Source: an optimization exercise on an open RTL-to-GDS flow (aim: small area and a short achievable clock period). Production flows keep margins and buffers that such runs may drop.
The RTL was checked by simulation tests, not by an equivalence proof against the original design.

==> 10-04: inputs <==
Design cpu, start of the top module:
module cpu(
  input         clk,
  input         i_cpu_stall,
  output [31:0] o_data_addr,
  output [31:0] o_data,
  input  [31:0] i_data,
  output [1:0]  o_data_rw,
  output [31:0] o_inst_addr,
  input  [31:0] i_inst,
  input         rst
  );
==> flow/config.mk <==
export PLATFORM = sky130hd
export DESIGN_NAME = cpu
export DESIGN_NICKNAME = cpu
export VERILOG_FILES = /design/flow/design.v
export SDC_FILE = /design/flow/constraint.sdc
export NUM_CORES = 4
export LEC_CHECK = 0
export CAP_MARGIN = 35
export CORE_MARGIN = 2
export CORE_UTILIZATION = 50
export CTS_BUF_LIST = sky130_fd_sc_hd__clkbuf_8
export CTS_CLUSTER_SIZE = 24
export SLEW_MARGIN = 35
export SYNTH_HIERARCHICAL = 1
export SYNTH_MINIMUM_KEEP_SIZE = 0
==> flow/constraint.sdc <==
create_clock -name core_clock -period 42.0 [get_ports {clk}]
set_input_delay 8.4000 -clock core_clock [delete_from_list [all_inputs] [get_ports {clk}]]
set_output_delay 8.4000 -clock core_clock [all_outputs]
set_load 0.01 [all_outputs]
standard.sh (not shown) runs the stock make flow with config.mk's settings and CLKGATE_MAP_FILE= SYNTH_SCRIPT=/design/flow/synth_recipe.tcl, a recipe that flattens the netlist after the stock synthesis.
==> flow/flow/run.sh <==
#!/bin/bash
set -euo pipefail
bash standard.sh SETUP_SLACK_MARGIN=21 "BUFFER_PORTS_ARGS=-buffer_cell sky130_fd_sc_hd__buf_2" finish > standard_finish.log 2>&1
==> 01-01 (differences from 10-04) <==
--- a/flow/design.v
+++ b/flow/design.v
@@ -17,50 +17,12 @@
 assign co = (a & b) | (a & c) | (b & c);
 endmodule
 module ha(input a, input b, output s, output co);
 assign s = a ^ b;
 assign co = a & b;
 endmodule
-module dec32(
-  input  [4:0]  a,
-  output [31:0] y
-  );
-genvar g;
-generate for (g = 0; g < 32; g = g + 1) begin : d
-  assign y[g] = (a == g);
-end endgenerate
-endmodule
-module shift32(
-  input  [31:0] y,
-  input  [4:0]  sa,
-  input         right,
-  output [31:0] r
-  );
-reg  [31:0] y_rev, sh_rev;
-integer i;
-always @* begin
-  for (i = 0; i < 32; i = i + 1) y_rev[i] = y[31-i];
-end
-wire [31:0] sh_in  = right ? y_rev : y;
-wire [31:0] sh_out = sh_in << sa;
-always @* begin
-  for (i = 0; i < 32; i = i + 1) sh_rev[i] = sh_out[31-i];
-end
-assign r = right ? sh_rev : sh_out;
-endmodule
-module wbsel(
-  input  [31:0] lo,
-  input  [31:0] hi,
-  input  [31:0] other,
-  input         sel_lo,
-  input         sel_hi,
-  input         sel_other,
-  output [31:0] d
-  );
-assign d = ({32{sel_lo}} & lo) | ({32{sel_hi}} & hi) | ({32{sel_other}} & other);
-endmodule
 module cpu(
   input         clk,
   input         i_cpu_stall,
   output [31:0] o_data_addr,
   output [31:0] o_data,
   input  [31:0] i_data,
@@ -119,40 +81,46 @@
 wire c_wb_link = op_jal | (r & f_jalr);
 assign o_data_rw = op_sw ? 2'b01 : (op_lw | op_lbu) ? 2'b10 : 2'b00;
 wire [31:0] imm32 = {{16{imm16[15] & ~c_imm_ze}}, imm16};
 wire [31:0] rfa, rfb, wb_data;
 wire [4:0]  wr = op_jal ? 5'd31 : r ? rd : rt;
 wire        we = c_we & (~c_movz | ~|rfb);
-wire [31:0] sel_a, sel_b;
-dec32 dec_a(.a(rs), .y(sel_a));
-dec32 dec_b(.a(rt), .y(sel_b));
 wire [32*32-1:0] ta, tb;
 assign ta[31:0] = 32'd0;
 assign tb[31:0] = 32'd0;
 genvar g;
 generate for (g = 1; g < 32; g = g + 1) begin : rg
   reg [31:0] q;
   always @(posedge clk)
     if (we && wr == g)
       q <= wb_data;
-  assign ta[32*g+31:32*g] = ta[32*g-1:32*g-32] | ({32{sel_a[g]}} & q);
-  assign tb[32*g+31:32*g] = tb[32*g-1:32*g-32] | ({32{sel_b[g]}} & q);
+  assign ta[32*g+31:32*g] = ta[32*g-1:32*g-32] | ({32{rs == g}} & q);
+  assign tb[32*g+31:32*g] = tb[32*g-1:32*g-32] | ({32{rt == g}} & q);
 end endgenerate
 assign rfa = ta[32*31+31:32*31];
 assign rfb = tb[32*31+31:32*31];
 wire [31:0] addr_sum;
 add32 addr_add(.a(rfa), .b(imm32), .s(addr_sum));
 assign o_data_addr = {addr_sum[31:2], 2'b00};
 assign o_data      = rfb;
 wire [31:0] x  = rfa;
 wire [31:0] y  = c_rt_imm ? imm32 : rfb;
 wire [31:0] xy = x ^ y;
 wire        eq = ~|xy;
 wire [4:0]  sa = c_shift_v ? x[4:0] : shamt;
-wire [31:0] shift_r;
-shift32 shifter(.y(y), .sa(sa), .right(c_shift_r), .r(shift_r));
+reg  [31:0] y_rev, sh_rev;
+integer i;
+always @* begin
+  for (i = 0; i < 32; i = i + 1) y_rev[i] = y[31-i];
+end
+wire [31:0] sh_in  = c_shift_r ? y_rev : y;
+wire [31:0] sh_out = sh_in << sa;
+always @* begin
+  for (i = 0; i < 32; i = i + 1) sh_rev[i] = sh_out[31-i];
+end
+wire [31:0] shift_r = c_shift_r ? sh_rev : sh_out;
 wire [63:0] mul64;
 wire [32:0] m_xe = {x[31], x};
 wire [32:0] m_xn = ~m_xe;
 wire m_one0 = rfb[0] ^ 1'b0;
 wire m_two0 = (rfb[1] & ~rfb[0] & ~1'b0) | (~rfb[1] & rfb[0] & 1'b0);
 wire m_neg0 = rfb[1] & ~(rfb[0] & 1'b0);
@@ -1415,18 +1383,20 @@
 assign m_r1[61] = m_c1002;
 assign m_r0[62] = m_s1005;
 assign m_r1[62] = m_c1004;
 assign m_r0[63] = 1'b1;
 assign m_r1[63] = m_c1006;
 add64 mul_add(.a(m_r0), .b(m_r1), .s(mul64));
+wire [31:0] mul_r = c_mul_hi ? mul64[63:32] : mul64[31:0];
 wire        neg  = c_sub | c_slt | c_sltu;
 wire [32:0] diff = {1'b0, x} + {1'b0, y ^ {32{neg}}} + {32'b0, neg};
 wire lt_u = ~diff[32];
 wire lt_s = (x[31] ^ y[31]) ? x[31] : diff[31];
 wire [31:0] alu_r =
   ({32{c_shift}}         & shift_r) |
+  ({32{c_mul}}           & mul_r) |
   ({32{c_add}}           & addr_sum) |
   ({32{c_addu | c_sub}}  & diff[31:0]) |
   ({32{c_slt}}           & {31'b0, lt_s}) |
   ({32{c_sltu}}          & {31'b0, lt_u}) |
   ({32{c_and}}           & (x & y)) |
   ({32{c_or}}            & (x | y)) |
@@ -1478,14 +1448,11 @@
   if (rst)
     pc_r <= 32'd0;
   else if (!stall)
     pc_r <= next_pc;
 end
 wire [7:0] data_byte = i_data >> {imm16[1:0], 3'b000};
-wire [31:0] wb_other = op_lw     ? i_data :
-                      op_lbu    ? {24'b0, data_byte} :
-                      c_wb_link ? pc8 :
-                                  alu_r;
-wbsel wbsel(.lo(mul64[31:0]), .hi(mul64[63:32]), .other(wb_other),
-            .sel_lo(c_mul & ~c_mul_hi), .sel_hi(c_mul & c_mul_hi), .sel_other(~c_mul),
-            .d(wb_data));
+assign wb_data = op_lw     ? i_data :
+                 op_lbu    ? {24'b0, data_byte} :
+                 c_wb_link ? pc8 :
+                             alu_r;
 endmodule
==> flow/flow/run.sh (replaced) <==
#!/bin/bash
set -euo pipefail
bash standard.sh SETUP_SLACK_MARGIN=21 "BUFFER_PORTS_ARGS=-buffer_cell sky130_fd_sc_hd__buf_4" finish > standard_finish.log 2>&1
==> 02-07 (differences from 10-04) <==
--- a/flow/design.v
+++ b/flow/design.v
@@ -26,41 +26,12 @@
   );
 genvar g;
 generate for (g = 0; g < 32; g = g + 1) begin : d
   assign y[g] = (a == g);
 end endgenerate
 endmodule
-module shift32(
-  input  [31:0] y,
-  input  [4:0]  sa,
-  input         right,
-  output [31:0] r
-  );
-reg  [31:0] y_rev, sh_rev;
-integer i;
-always @* begin
-  for (i = 0; i < 32; i = i + 1) y_rev[i] = y[31-i];
-end
-wire [31:0] sh_in  = right ? y_rev : y;
-wire [31:0] sh_out = sh_in << sa;
-always @* begin
-  for (i = 0; i < 32; i = i + 1) sh_rev[i] = sh_out[31-i];
-end
-assign r = right ? sh_rev : sh_out;
-endmodule
-module wbsel(
-  input  [31:0] lo,
-  input  [31:0] hi,
-  input  [31:0] other,
-  input         sel_lo,
-  input         sel_hi,
-  input         sel_other,
-  output [31:0] d
-  );
-assign d = ({32{sel_lo}} & lo) | ({32{sel_hi}} & hi) | ({32{sel_other}} & other);
-endmodule
 module cpu(
   input         clk,
   input         i_cpu_stall,
   output [31:0] o_data_addr,
   output [31:0] o_data,
   input  [31:0] i_data,
@@ -145,14 +116,23 @@
 assign o_data      = rfb;
 wire [31:0] x  = rfa;
 wire [31:0] y  = c_rt_imm ? imm32 : rfb;
 wire [31:0] xy = x ^ y;
 wire        eq = ~|xy;
 wire [4:0]  sa = c_shift_v ? x[4:0] : shamt;
-wire [31:0] shift_r;
-shift32 shifter(.y(y), .sa(sa), .right(c_shift_r), .r(shift_r));
+reg  [31:0] y_rev, sh_rev;
+integer i;
+always @* begin
+  for (i = 0; i < 32; i = i + 1) y_rev[i] = y[31-i];
+end
+wire [31:0] sh_in  = c_shift_r ? y_rev : y;
+wire [31:0] sh_out = sh_in << sa;
+always @* begin
+  for (i = 0; i < 32; i = i + 1) sh_rev[i] = sh_out[31-i];
+end
+wire [31:0] shift_r = c_shift_r ? sh_rev : sh_out;
 wire [63:0] mul64;
 wire [32:0] m_xe = {x[31], x};
 wire [32:0] m_xn = ~m_xe;
 wire m_one0 = rfb[0] ^ 1'b0;
 wire m_two0 = (rfb[1] & ~rfb[0] & ~1'b0) | (~rfb[1] & rfb[0] & 1'b0);
 wire m_neg0 = rfb[1] & ~(rfb[0] & 1'b0);
@@ -1415,18 +1395,20 @@
 assign m_r1[61] = m_c1002;
 assign m_r0[62] = m_s1005;
 assign m_r1[62] = m_c1004;
 assign m_r0[63] = 1'b1;
 assign m_r1[63] = m_c1006;
 add64 mul_add(.a(m_r0), .b(m_r1), .s(mul64));
+wire [31:0] mul_r = c_mul_hi ? mul64[63:32] : mul64[31:0];
 wire        neg  = c_sub | c_slt | c_sltu;
 wire [32:0] diff = {1'b0, x} + {1'b0, y ^ {32{neg}}} + {32'b0, neg};
 wire lt_u = ~diff[32];
 wire lt_s = (x[31] ^ y[31]) ? x[31] : diff[31];
 wire [31:0] alu_r =
   ({32{c_shift}}         & shift_r) |
+  ({32{c_mul}}           & mul_r) |
   ({32{c_add}}           & addr_sum) |
   ({32{c_addu | c_sub}}  & diff[31:0]) |
   ({32{c_slt}}           & {31'b0, lt_s}) |
   ({32{c_sltu}}          & {31'b0, lt_u}) |
   ({32{c_and}}           & (x & y)) |
   ({32{c_or}}            & (x | y)) |
@@ -1478,14 +1460,11 @@
   if (rst)
     pc_r <= 32'd0;
   else if (!stall)
     pc_r <= next_pc;
 end
 wire [7:0] data_byte = i_data >> {imm16[1:0], 3'b000};
-wire [31:0] wb_other = op_lw     ? i_data :
-                      op_lbu    ? {24'b0, data_byte} :
-                      c_wb_link ? pc8 :
-                                  alu_r;
-wbsel wbsel(.lo(mul64[31:0]), .hi(mul64[63:32]), .other(wb_other),
-            .sel_lo(c_mul & ~c_mul_hi), .sel_hi(c_mul & c_mul_hi), .sel_other(~c_mul),
-            .d(wb_data));
+assign wb_data = op_lw     ? i_data :
+                 op_lbu    ? {24'b0, data_byte} :
+                 c_wb_link ? pc8 :
+                             alu_r;
 endmodule
==> flow/flow/run.sh (replaced) <==
#!/bin/bash
set -euo pipefail
bash standard.sh SETUP_SLACK_MARGIN=21 "BUFFER_PORTS_ARGS=-buffer_cell sky130_fd_sc_hd__buf_4" finish > standard_finish.log 2>&1
==> flow_summary.yaml <==
outcome:
  status: "no timing/DRC/antenna violations"
floorplanning:
  initial_core_util: 0.502
  die_area_sq_um: 166000
finish:
  seq_share: 0.333
  fin_area_sq_um: 91800
  multi_input_area_share: 0.536
  diodes: 44
  nonClkBufAreaFrac: 0.0569
critical_path:
  setup.worst_path.end: "rg[5].q[8]"
  crit_path_max_fanout: 40
  cp_slowest_stage_delay_ps: 750
  slowest_stage: "o21ai_0"
global_route:
  grt_pass1_vias: 75800
sta:
  fin_crit_ps: 21270
  hold_ws_ps: 637
min_path:
  hold_path_end: "pc_r[6]"
detailed_routing:
  dr.pass1.iters: 11
That was 01-01.
==> flow_summary.yaml <==
finish:
  fin_area_sq_um: 88000
  nonClkBufAreaFrac: 0.0555
  multi_input_area_share: 0.524
  seq_share: 0.348
sta:
  hold_ws_ps: 647
floorplanning:
  initial_core_util: 0.502
  die_area_sq_um: 160000
critical_path:
  cp_slowest_stage_delay_ps: 640
  path_delay_family: "compound AO/OA/AOI/OAI gates"
  crit_path_max_fanout: 32
  setup.worst_path.end: "o_data_addr[31]"
detailed_routing:
  dr.pass1.iters: 14
placed_design:
  io_buffers: 162
min_path:
  hold_path_end: "pc_r[26]"
clocking:
  cts_buffer_depth: 3
global_route:
  grt_pass1_vias: 70600
outcome:
  status: "no timing/DRC/antenna violations"
That was 10-04.
==> flow_summary.yaml <==
finish:
  final_nets: 8116
  nonClkBufAreaFrac: 0.0607
  seq_share: 0.339
  diodes: 24
outcome:
  status: "no timing/DRC/antenna violations"
global_route:
  grt_pass1_vias: 72000
sta:
  hold_ws_ps: 629
  fin_crit_ps: 21040
critical_path:
  setup.worst_path.end: "o_data_addr[31]"
  crit_path_max_fanout: 10
  cp_slowest_stage_delay_ps: 640
min_path:
  hold_path_end: "pc_r[7]"
detailed_routing:
  dr.pass1.iters: 16
  wl_um: 445000
floorplanning:
  die_area_sq_um: 162000
  initial_core_util: 0.502
That was 02-07.

## separate check: timing with driven ports
The results above use ideal ports. As a check the final layouts listed here were re-extracted and re-timed, cells and wires unchanged.
Step 1: set_driving_cell puts a clkbuf_16 on clk and a buf_2 on each other input, an assumption about the parent block.
Step 2 adds t to the input delays and takes it off the output delays; t is the mean of the earliest and latest rising clock arrival at the registers after step 1. Input paths then give back, and output paths get back, about the clock's delay inside the block.
Three values: ideal, step 1, step 2; two values: the first two.
run | shift t [ns] | setup slack, ns | hold slack, ns
10-04 | 0.935 | 20.945 / 20.894 / 20.894 | 0.647 / 0.647 / 0.647
01-01 | 0.994 | 20.735 / 20.790 / 19.796 | 0.637 / 0.637 / 0.637
02-07 | 1.010 | 20.961 / 20.921 / 20.112 | 0.629 / 0.629 / 0.629
After both steps setup and hold are still met in every run listed. The setup slack of 01-01, which loses most, moves by +0.055 ns with the drivers and by -0.939 ns with both steps.
